This is an optimization exercise on Yosys and OpenROAD, whose aim is small area, not a production implementation. The RTL was checked by simulation tests, not by an equivalence proof against the original design.

==> flow/design.v, too long to show whole: its modules and the start of the top module <==
// module cell_a2111oi_0: 45 lines
// module cell_a211oi_1: 35 lines
// module cell_a21o_1: 15 lines
// module cell_a21oi_1: 25 lines
// module cell_a221o_1: 23 lines
// module cell_a221oi_1: 61 lines
// module cell_a222oi_1: 111 lines
// module cell_a22oi_1: 43 lines
// module cell_a311oi_1: 49 lines
// module cell_a31oi_1: 35 lines
// module cell_a32oi_1: 61 lines
// module cell_and2_0: 11 lines
// module cell_and3_1: 15 lines
// module cell_clkinv_1: 9 lines
// module cell_fa_1: 58 lines
// module cell_nand2_1: 15 lines
// module cell_nand2b_1: 13 lines
// module cell_nand3_1: 21 lines
// module cell_nand4_1: 27 lines
// module cell_nor2_1: 15 lines
// module cell_nor2b_1: 13 lines
// module cell_nor3_1: 21 lines
// module cell_nor4_1: 27 lines
// module cell_nor4bb_1: 23 lines
// module cell_o211ai_1: 27 lines
// module cell_o21a_1: 17 lines
// module cell_o21ai_0: 21 lines
// module cell_o221a_1: 37 lines
// module cell_o221ai_1: 33 lines
// module cell_o22ai_1: 27 lines
// module cell_o31ai_1: 27 lines
// module cell_o32a_1: 37 lines
// module cell_o32ai_1: 33 lines
// module cell_o41ai_1: 33 lines
// module cell_or2_0: 11 lines
// module cell_or3_1: 15 lines
// module cell_xnor2_1: 19 lines
// module dna_deletion_decoder: 5988 lines
module dna_deletion_decoder(clk, rst, word_in, reverse_needed, word_out);
  // ...
==> flow/flow/run.sh <==
#!/bin/bash
set -euo pipefail
cd "$(dirname "$0")/.."
W=$PWD
RES=$W/orfs/results/${FLOW_PLATFORM:-sky130hd}/dna_deletion_decoder/base
YOSYS=yosys
if [[ -x $FLOW_HOME/../tools/install/yosys/bin/yosys ]]; then
  YOSYS=$FLOW_HOME/../tools/install/yosys/bin/yosys
fi

# 1. the standard synthesis (kept for reference)
bash standard.sh synth > flow_1_standard_synth.log 2>&1
cp "$RES/1_2_yosys.v" flow_standard_netlist.v

# 2. the RTL's cells as the platform's cells
$YOSYS -c flow/netlist.tcl > flow_2_netlist.log 2>&1
if grep -oE '\\[^ ]+' netlist.v | grep -q '[/:]'; then
  echo "netlist has names with / or :" >&2
  exit 1
fi
cp netlist.v "$RES/1_2_yosys.v"
rm -f "$RES/1_synth.odb"
bash standard.sh synth > flow_3_synth_odb.log 2>&1

# 3. the standard layout, port buffers of buf_1
bash standard.sh "BUFFER_PORTS_ARGS=-buffer_cell sky130_fd_sc_hd__buf_1" finish > flow_4_layout.log 2>&1
test -s out/final.def
==> flow/flow/netlist.tcl <==
# Reads the RTL (a netlist of cell_X modules) and makes every cell_X
# instance the platform cell sky130_fd_sc_hd__X, whose function cell_X
# copies.  Writes netlist.v.
yosys -import
set lib $::env(FLOW_HOME)/platforms/sky130hd/lib/sky130_fd_sc_hd__tt_025C_1v80.lib
set top $::env(FLOW_TOP)
read_liberty -lib $lib
read_verilog -sv $::env(FLOW_DESIGN)
hierarchy -check -top $top
set f [open $::env(FLOW_DESIGN) r]
set text [read $f]
close $f
foreach m [lsort -unique [regexp -all -inline {\mcell_[A-Za-z0-9_]+} $text]] {
  set c [string range $m 5 end]
  chtype -map $m sky130_fd_sc_hd__$c
}
hierarchy -top $top
opt_clean
check -assert -mapped
tee -o netlist_stat.txt stat -liberty $lib
write_verilog -noattr -nohex -nodec netlist.v
==> flow/standard.sh <==
#!/bin/bash
# synth_recipe.tcl (not shown) runs the flow's synth.tcl, then flattens the netlist and writes it again
# the make line also repeats each setting of config.mk as NAME=value (left out here)
make -C /OpenROAD-flow-scripts/flow DESIGN_CONFIG=/design/flow/config.mk WORK_HOME=/design/flow/orfs CLKGATE_MAP_FILE= SYNTH_SCRIPT=/design/flow/synth_recipe.tcl "${@:-finish}"
==> flow/config.mk <==
export PLATFORM = sky130hd
export DESIGN_NAME = dna_deletion_decoder
export DESIGN_NICKNAME = dna_deletion_decoder
export VERILOG_FILES = /design/flow/design.v
export SDC_FILE = /design/flow/constraint.sdc
export NUM_CORES = 4
export LEC_CHECK = 0
export CAP_MARGIN = 0
export CORE_MARGIN = 2
export CORE_UTILIZATION = 40
export GPL_TIMING_DRIVEN = 0
export SLEW_MARGIN = 0
==> flow/constraint.sdc <==
create_clock -name core_clock -period 240.0 [get_ports {clk}]
set_input_delay 48.0000 -clock core_clock [delete_from_list [all_inputs] [get_ports {clk}]]
set_output_delay 48.0000 -clock core_clock [all_outputs]
set_load 0.01 [all_outputs]
==> results.json, run 1 <==
{
  "syn-cell-area_um2": 6350,
  "inv_count": 148,
  "max_stage_delay_ns": 0.73,
  "worstHoldEndpoint": "word_out[50]",
  "final_core_util_pct": 45.3,
  "row_count": 46,
  "synth_fp_nets": 1052,
  "multi_input_area_share_pct": 81.5,
  "met1_usage_pct": 38.7,
  "fmax_mhz": 8.46,
  "syn_inst": 862,
  "area_growth_pct": 12.1,
  "dp.final_hpwl_um": 18600,
  "busiest_layer": "met2",
  "outcome": "timing/DRC/antenna clean",
  "path_buf_inv": 13,
  "cp_common_cell": "nor2_1",
  "hold_buffers": 0,
  "clock_buffers": 0,
  "nets": 1182,
  "postCtsSetupBuffers": 0,
  "path_depth": 83,
  "yosysWarningCount": 0,
  "met1_length_um": 10300,
  "cp_top_family": "adder cells",
  "layout_common_cells": "clkinv_1, nor2_1, buf_1",
  "initial_core_util_pct": 40.4,
  "dp.cells": 1206,
  "grtUsageMet3_pct": 2.83
}
==> inputs of run 2 (changes only) <==
--- a/flow/config.mk
+++ b/flow/config.mk
@@ -6,7 +6,7 @@
 export NUM_CORES = 4
 export LEC_CHECK = 0
-export CAP_MARGIN = 0
+export CAP_MARGIN = 20
 export CORE_MARGIN = 2
 export CORE_UTILIZATION = 40
 export GPL_TIMING_DRIVEN = 0
-export SLEW_MARGIN = 0
+export SLEW_MARGIN = 20
==> run 2 against run 1 <==
Against the previous run: still clean; setup slack gained 0.13 ns; sequential share of layout area is the same; utilization grew 0.33 points; critical path depth is the same; clock-buffer cell count is the same; cell area grew 0.72%; synthesized area is the same; final cell count grew 0.17%.
==> results.json, run 2 <==
{
  "outcome": "timing/DRC/antenna clean",
  "port_buffers": 127,
  "final_cells": 1208,
  "cp.arrival_ns": 70.09,
  "worst_setup_path_end_kind": "output port",
  "nets": 1184,
  "timing.final.crit_share_pct": 49.2,
  "worst_ep_required_time_ns": 192.00,
  "slew_viol_final": 0,
  "row_count": 46,
  "multi_input_area_um2": 5810,
  "tightestPinTransition_ns": 1.06,
  "use_met2_pct": 40.8,
  "hold_buffers": 0,
  "crit_slowest_cell": "clkinv_1",
  "drive_gt1_share_pct": 0.605,
  "grt_remaining_overflow": 0,
  "core_area_um2": 15700,
  "dp.cells": 1208,
  "die_width_um": 130,
  "antenna_found_initial": 0,
  "clock_buffers": 0,
  "max_slew_margin_pct": 28.6,
  "via_per_inst": 5.84,
  "placed_area_um2": 7170,
  "die-area_um2": 16900,
  "cap_violations": 0,
  "cp_max_fo": 27,
  "criticalPathCategory": "in -> out",
  "max_stage_delay_ns": 0.74,
  "drt_iter0_drc": 649,
  "ios": 129,
  "grt_usage_pct": 25.9,
  "layout_common_cells": "clkinv_1, nor2_1, buf_1",
  "dp.final_hpwl_um": 18700,
  "vias": 7054,
  "area_growth_pct": 12.9,
  "busiest_layer": "met2",
  "wire_per_inst_um": 18.2,
  "timing.final.hold_violations": 0,
  "met1_usage_pct": 39.5,
  "syn-cell-area_um2": 6350,
  "flops_and_latches": 0,
  "cts-resized-gates": 0,
  "synth_fp_nets": 1052,
  "grt_first_pass_wirelength_um": 34100,
  "drc": 0,
  "die_h_um": 130,
  "tns_ns": 0,
  "setup_viol": 0,
  "final_common_cell": "clkinv_1",
  "syn_avg_cell_area_um2": 7.36,
  "postCtsSetupBuffers": 0,
  "period_minus_slack_ns": 118.09,
  "cp_common_cell": "nor2_1",
  "regArea_um2": 0,
  "fill_cells": 1679,
  "initial_core_util_pct": 40.4,
  "wl_um": 22000,
  "yosysWarningCount": 0,
  "rsz0062_at_grt": "no",
  "worstSetupStartpointType": "input port",
  "antenna_cells": 0,
  "grtUsageMet3_pct": 2.17,
  "drt_first_pass_iters": 6,
  "hold_slack_ns": 96.39,
  "hp-class": "in -> out",
  "grt_max_degree": 32,
  "ant_nets": 0,
  "fmax_mhz": 8.47,
  "design_area_um2": 7170,
  "first_global_vias": 6209,
  "syn_inst": 862,
  "gp_congestion": 0.937
}
-- run 2: critical path, delay by kind of cell --
family / cells / cell delay [ns]
AO/OA/AOI/OAI: 13 / 2.52
XOR/XNOR: 1 / 0.10
adder cells (fa/ha/maj): 18 / 8.76
buffers and inverters: 13 / 2.51
AND/OR/NAND/NOR: 38 / 8.21
-- run 2: stage by stage --
step	setup WS, ns	util (%)
global route	119.97	45.6
global placement	120.13	45.2
CTS	122.05	45.6
floorplan	124.65	-
finish	121.91	45.6
detailed placement	122.10	45.6
-- run 2: layer usage --
metal / up-vias / wire [um] / part of all wire [%]
li1: 3425 / - / -
met2: 238 / 9940 / 45
met5: - / 0 / 0
met1: 3369 / 10300 / 47
met4: 0 / 436 / 2.0
met3: 22 / 1250 / 5.7
-- run 2: final timing paths --
kind | from | end | slack [ns] | cells after the start
worst min-delay path | word_in[48] | word_out[50] | 96.39 | 4
worst max-delay path | word_in[2] | word_out[60] | 121.91 | 83
-- run 2: cell type report --
type | instances | area share (%)
well taps | 216 | 3.77
multi-input cells | 714 | 81.0
repair buffers | 130 | 7.49
inverters | 148 | 7.75
